This design comes from an exercise in tuning for small area on the open sky130 flow, not from production work. RTL that was checked went through simulation tests only; none was proved equivalent to the original. No driver is modelled on the clock port, so clocking that relies on it looks cheaper here than on a real chip. Power is estimated from default activity; no workload was simulated.

Design fir, start of the top module:
module fir(data_out, out_enable, data_in, sample_enable, coef_enable, error, clk, reset);
Size in the first run: roughly 700 cells after synthesis, ~76 flip-flops, about 30 I/O pins.
clock: 12.0 ns
lec_check: 0
cap_margin: 20
core_margin: 2
core_utilization: 40
slew_margin: 20
synth_hierarchical: 1
standard.sh (not shown) runs the stock make flow with config.mk's settings and CLKGATE_MAP_FILE= SYNTH_SCRIPT=/design/flow/synth_recipe.tcl, a recipe that flattens the netlist after the stock synthesis.
==> flow/flow/run.sh <==
#!/bin/bash
# The standard layout, with smaller port buffers and a clock tree built
# from small clock buffers without dummy balancing loads.
set -uo pipefail
bash standard.sh \
  "BUFFER_PORTS_ARGS=-buffer_cell sky130_fd_sc_hd__buf_1" \
  "CTS_ARGS=-sink_clustering_enable -repair_clock_nets -buf_list sky130_fd_sc_hd__clkbuf_4 -root_buf sky130_fd_sc_hd__clkbuf_8 -dont_use_dummy_load" \
  finish > standard_make.log 2>&1
Change:
==> flow/flow/run.sh (replaced) <==
#!/bin/bash
# The standard layout with three changes: port buffers chosen per
# direction (flow/pre_gpl.tcl), global placement that is not timing driven,
# and a clock tree of small clock buffers without dummy balancing loads.
set -uo pipefail
here=$(pwd)
bash standard.sh \
  "DONT_BUFFER_PORTS=1" \
  "PRE_GLOBAL_PLACE_TCL=$here/flow/pre_gpl.tcl" \
  "CTS_ARGS=-sink_clustering_enable -repair_clock_nets -buf_list sky130_fd_sc_hd__clkbuf_4 -root_buf sky130_fd_sc_hd__clkbuf_8 -dont_use_dummy_load" \
  finish > standard_make.log 2>&1
==> flow/flow/pre_gpl.tcl (new file) <==
# Runs before global placement: drop the buffers synthesis left in the
# netlist, then give each input port a buf_2 and each output port a buf_1.
remove_buffers
buffer_ports -inputs -buffer_cell sky130_fd_sc_hd__buf_2
buffer_ports -outputs -buffer_cell sky130_fd_sc_hd__buf_1
Settings changed: GPL_TIMING_DRIVEN set to 0.
Setup slack gets worse by 180 ps; combinational power shrinks by about 2%; wire length shrinks by 7.4%; synthesized area stays the same; hold slack improves by 8.0 ps; final cell count went down by 2.1%.

Setup of T:
fir, a different RTL version from the one above (not shown whole).
Size: about 640 cells after synthesis, ~76 flip-flops, ~30 I/O pins.
Settings: LEC_CHECK=0, CAP_MARGIN=20, CELL_PAD_IN_SITES_DETAIL_PLACEMENT=1, CELL_PAD_IN_SITES_GLOBAL_PLACEMENT=1, CORE_MARGIN=2, CORE_UTILIZATION=40, GPL_TIMING_DRIVEN=0, SLEW_MARGIN=20, SYNTH_HIERARCHICAL=1; clock period 12.0 ns.
==> flow/flow/run.sh <==
#!/bin/bash
# The standard layout with these changes: port buffers chosen per direction
# (flow/pre_gpl.tcl), global placement that is not timing driven, only
# small buffers for the resizer (flow/small_bufs.tcl), and a clock tree of
# clock buffers without dummy balancing loads.
set -uo pipefail
here=$(pwd)
bash standard.sh synth > standard_synth.log 2>&1 || exit 1
bash standard.sh \
  "DONT_BUFFER_PORTS=1" \
  "PRE_GLOBAL_PLACE_TCL=$here/flow/pre_gpl.tcl" \
  "PRE_RESIZE_TCL=$here/flow/small_bufs.tcl" \
  "PRE_CTS_TCL=$here/flow/small_bufs.tcl" \
  "PRE_GLOBAL_ROUTE_TCL=$here/flow/small_bufs.tcl" \
  "CTS_ARGS=-sink_clustering_enable -repair_clock_nets -buf_list sky130_fd_sc_hd__clkbuf_4 -root_buf sky130_fd_sc_hd__clkbuf_8 -dont_use_dummy_load" \
  finish > standard_make.log 2>&1
==> flow/flow/pre_gpl.tcl <==
# Runs before global placement: drop the buffers synthesis left in the
# netlist, then give each port a buf_1.
remove_buffers
buffer_ports -inputs -buffer_cell sky130_fd_sc_hd__buf_1
buffer_ports -outputs -buffer_cell sky130_fd_sc_hd__buf_1
==> flow/flow/small_bufs.tcl <==
set_dont_use {sky130_fd_sc_hd__buf_6 sky130_fd_sc_hd__buf_8 sky130_fd_sc_hd__buf_12 sky130_fd_sc_hd__buf_16 sky130_fd_sc_hd__bufbuf_8 sky130_fd_sc_hd__bufbuf_16}
T: full flow OK, the timing, design-rule and antenna checks passed
Setup changes, T to Q
diff --git a/flow/flow/run.sh b/flow/flow/run.sh
--- a/flow/flow/run.sh
+++ b/flow/flow/run.sh
@@ -4,2 +4,3 @@
-# small buffers for the resizer (flow/small_bufs.tcl), and a clock tree of
-# clock buffers without dummy balancing loads.
+# small buffers for the resizer (flow/small_bufs.tcl), a clock tree of
+# clock buffers without dummy balancing loads, and cells downsized where
+# timing allows after clock tree synthesis (flow/post_cts.tcl).
@@ -13,0 +15 @@
+  "POST_CTS_TCL=$here/flow/post_cts.tcl" \
==> flow/flow/post_cts.tcl (new file) <==
# Runs after clock tree synthesis: move each combinational cell to the
# smallest drive strength of its function that keeps setup slack above a
# margin, with no slew or capacitance violation. Flip-flops and clock
# buffers are left alone.
proc my_downsize { margin } {
  set dont_use {}
  if {[info exists ::env(DONT_USE_CELLS)]} { set dont_use $::env(DONT_USE_CELLS) }
  set changed 0
  foreach inst [get_cells *] {
    set ref [get_property $inst ref_name]
    if {![regexp {^(sky130_fd_sc_hd__[a-z0-9]+)_([0-9]+)$} $ref -> base drive]} continue
    if {[string match "*clkbuf*" $base] || [string match "*clkinv*" $base]} continue
    if {[string match "*df*" $base]} continue
    foreach d {0 1 2} {
      if {$d >= $drive} break
      set cand ${base}_$d
      if {[get_lib_cells -quiet */$cand] == ""} continue
      if {[lsearch $dont_use $cand] >= 0} continue
      replace_cell $inst $cand
      estimate_parasitics -placement
      if {[sta::worst_slack -max] >= $margin
          && [sta::max_slew_violation_count] == 0
          && [sta::max_capacitance_violation_count] == 0} {
        incr changed
        break
      }
      replace_cell $inst $ref
      estimate_parasitics -placement
    }
  }
  return $changed
}
estimate_parasitics -placement
puts "my_downsize: resized [my_downsize 0.3] instances"
--- outcome ---
Q has completed all stages; timing, DRC and antenna checks passed.
As far as detail-routed net length per standard cell is concerned, T and Q perform about the same.
T → Q: routing usage on met2 flat; global-route track usage on met1 down 0.20 points; maximum resistive drop on vdd down 0.56%; wire length flat; design area down 130 um2.
For overall power, T and Q come out practically identical.
There was hardly any difference in clock latency on the worst-skew pair between Q and T.
NOTE: area growth from synthesis to layout in Q falls short of that of T
Re clock period minus final worst setup slack: T and Q aren't equal, and the lower value belongs to T.

## run 1
Another version of the RTL of fir (not shown whole).
Size in the first run: ~660 cells after synthesis, about 30 I/O pins.
## fir
module fir(data_out, out_enable, data_in, sample_enable, coef_enable, error, clk, reset);
==> flow/config.mk <==
export PLATFORM = sky130hd
export DESIGN_NAME = fir
export DESIGN_NICKNAME = fir
export VERILOG_FILES = /design/flow/design.v
export SDC_FILE = /design/flow/constraint.sdc
export NUM_CORES = 4
export LEC_CHECK = 0
export CAP_MARGIN = 20
export CELL_PAD_IN_SITES_DETAIL_PLACEMENT = 1
export CELL_PAD_IN_SITES_GLOBAL_PLACEMENT = 1
export CORE_MARGIN = 2
export CORE_UTILIZATION = 40
export SLEW_MARGIN = 20
export SYNTH_HIERARCHICAL = 1
==> flow/constraint.sdc <==
create_clock -name core_clock -period 12.0 [get_ports {clk}]
set_input_delay 2.4000 -clock core_clock [delete_from_list [all_inputs] [get_ports {clk}]]
set_output_delay 2.4000 -clock core_clock [all_outputs]
set_load 0.01 [all_outputs]
==> flow/flow/run.sh <==
#!/bin/bash
# The standard layout, with smaller port buffers and a clock tree built
# from small clock buffers without dummy balancing loads.
set -uo pipefail
bash standard.sh \
  "BUFFER_PORTS_ARGS=-buffer_cell sky130_fd_sc_hd__buf_1" \
  "CTS_ARGS=-sink_clustering_enable -repair_clock_nets -buf_list sky130_fd_sc_hd__clkbuf_4 -root_buf sky130_fd_sc_hd__clkbuf_8 -dont_use_dummy_load" \
  finish > standard_make.log 2>&1
Edits applied to the flow inputs when going from run 1 to run 4:
- a deleted CELL_PAD_IN_SITES_DETAIL_PLACEMENT that had been 1
- a deleted CELL_PAD_IN_SITES_GLOBAL_PLACEMENT that had been 1
--- outcome ---
After detailed routing, run 1 needs more wire than run 4. STATUS worst slack after detailed placement: run 4 wins against run 1. Ratio of final minimum period to clock period: run 4 < run 1. [compare] base=run 1 new=run 4: power in the clock group now sits lower, switching share of power down 0.62 points. In the tables for run 1 and run 4, worst setup margin reads lower with run 1. Summary of run 4 over run 1: simple-gate portion of the synthesized area roughly the same; fill cell total of the finished layout -11%; gate count after technology mapping stayed essentially flat. Run 1 -> run 4: worst-case reg-to-reg path depth delta 0, exact match. Of run 4 and run 1, it is run 4 that has the lower first-pass GRT wire length.
Function was not checked in any run of this note: the RTL went through the layout flow alone.

Another version of the RTL of fir (not shown whole).
For scale: about 76 flip-flops, about 30 I/O pins, ~10000 um^2 of cells after synthesis.
make LEC_CHECK=0 CAP_MARGIN=20 CORE_MARGIN=2 CORE_UTILIZATION=40 SLEW_MARGIN=20 SYNTH_HIERARCHICAL=1 finish   # period 12.0 ns
run.sh (not shown) runs the stock make flow with config.mk's settings and CLKGATE_MAP_FILE= SYNTH_SCRIPT=/design/flow/synth_recipe.tcl, a recipe that flattens the netlist after the stock synthesis.
Stock flow here: none of the scripts above is used.
Next try:
==> flow/flow/run.sh (new file) <==
#!/bin/bash
# The standard layout, with smaller port buffers and a clock tree built
# from small clock buffers without dummy balancing loads.
set -uo pipefail
bash standard.sh \
  "BUFFER_PORTS_ARGS=-buffer_cell sky130_fd_sc_hd__buf_1" \
  "CTS_ARGS=-sink_clustering_enable -repair_clock_nets -buf_list sky130_fd_sc_hd__clkbuf_8 -root_buf sky130_fd_sc_hd__clkbuf_8 -sink_clustering_size 40 -sink_clustering_max_diameter 300 -dont_use_dummy_load" \
  finish > standard_make.log 2>&1
==> flow/standard.sh (new file) <==
#!/bin/bash
# synth_recipe.tcl (not shown) runs the flow's synth.tcl, then flattens the netlist and writes it again
# the make line also repeats each setting of config.mk as NAME=value (left out here)
make -C /OpenROAD-flow-scripts/flow DESIGN_CONFIG=/design/flow/config.mk WORK_HOME=/design/flow/orfs CLKGATE_MAP_FILE= SYNTH_SCRIPT=/design/flow/synth_recipe.tcl "${@:-finish}"
Settings changed: CORE_UTILIZATION 40 to 65.
removed: flow/run.sh
Outcome: The new run went through all stages and came out clean. Wire length came out higher by about 0.8%. Power came out lower by 19%. Final cell count came out lower by about 11%. Setup slack is better by 250 ps. Via count came out higher by about 2%. Critical path depth stays the same. Maximum frequency came out higher by 2.3%. Clock power came out lower by 39%.
Next try:
--- a/flow/flow/run.sh
+++ b/flow/flow/run.sh
@@ -7 +7 @@
-  "CTS_ARGS=-sink_clustering_enable -repair_clock_nets -buf_list sky130_fd_sc_hd__clkbuf_8 -root_buf sky130_fd_sc_hd__clkbuf_8 -sink_clustering_size 40 -sink_clustering_max_diameter 300 -dont_use_dummy_load" \
+  "CTS_ARGS=-sink_clustering_enable -repair_clock_nets -buf_list sky130_fd_sc_hd__clkbuf_16 -root_buf sky130_fd_sc_hd__clkbuf_16 -sink_clustering_size 80 -sink_clustering_max_diameter 500 -dont_use_dummy_load" \
Settings changed: CORE_UTILIZATION 65 to 40.
Result: The changed run produced a clean layout. Combinational power is lower by a few percent. Clock power is higher by well over a third. Sequential share of layout area is lower by 0.50 points. Maximum frequency is higher slightly. Die area is higher by well over a third.

## afterwards: timing with drivers on the ports
Ports are ideal in the flow. The routed layouts listed here were re-timed in OpenROAD.
Step 1: set_driving_cell puts a clkbuf_16 on clk and a buf_2 on each other input, an assumption about the parent block.
Step 2, shift: input delay + t, output delay - t, t = (earliest + latest rising clock arrival at the registers) / 2. This alone moves slack from input paths to output paths.
Three values: no drivers, after step 1, after step 2; two values: the first two.
run | t, ns | setup slack, ns | hold slack, ns | worst setup path after step 2
the first run of note 1 | 0.413 | 0.419 / 0.376 / 0.608 | 0.515 / 0.515 / 0.515 | input to output
the second run of note 1 | 0.412 | 0.243 / 0.202 / 0.614 | 0.523 / 0.523 / 0.523 | register to output
T | 0.390 | 0.554 / 0.519 / 0.692 | 0.497 / 0.497 / 0.497 | input to output
Q | 0.390 | 0.549 / 0.515 / 0.728 | 0.492 / 0.492 / 0.492 | input to output
run 1 | 0.410 | 0.271 / 0.232 / 0.341 | 0.489 / 0.489 / 0.489 | input to output
run 4 | 0.398 | 0.342 / 0.304 / 0.447 | 0.487 / 0.487 / 0.487 | input to output
the first run of note 4 | 0.383 | 1.048 / 1.006 / 1.212 | 0.478 / 0.478 / 0.478 | input to output
the second run of note 4 | 0.403 | 1.299 / 1.261 / 1.664 | 0.488 / 0.488 / 0.488 | register to output
the third run of note 4 | 0.382 | 1.465 / 1.423 / 1.804 | 0.489 / 0.489 / 0.489 | register to output
After both steps every run listed still meets setup and hold.
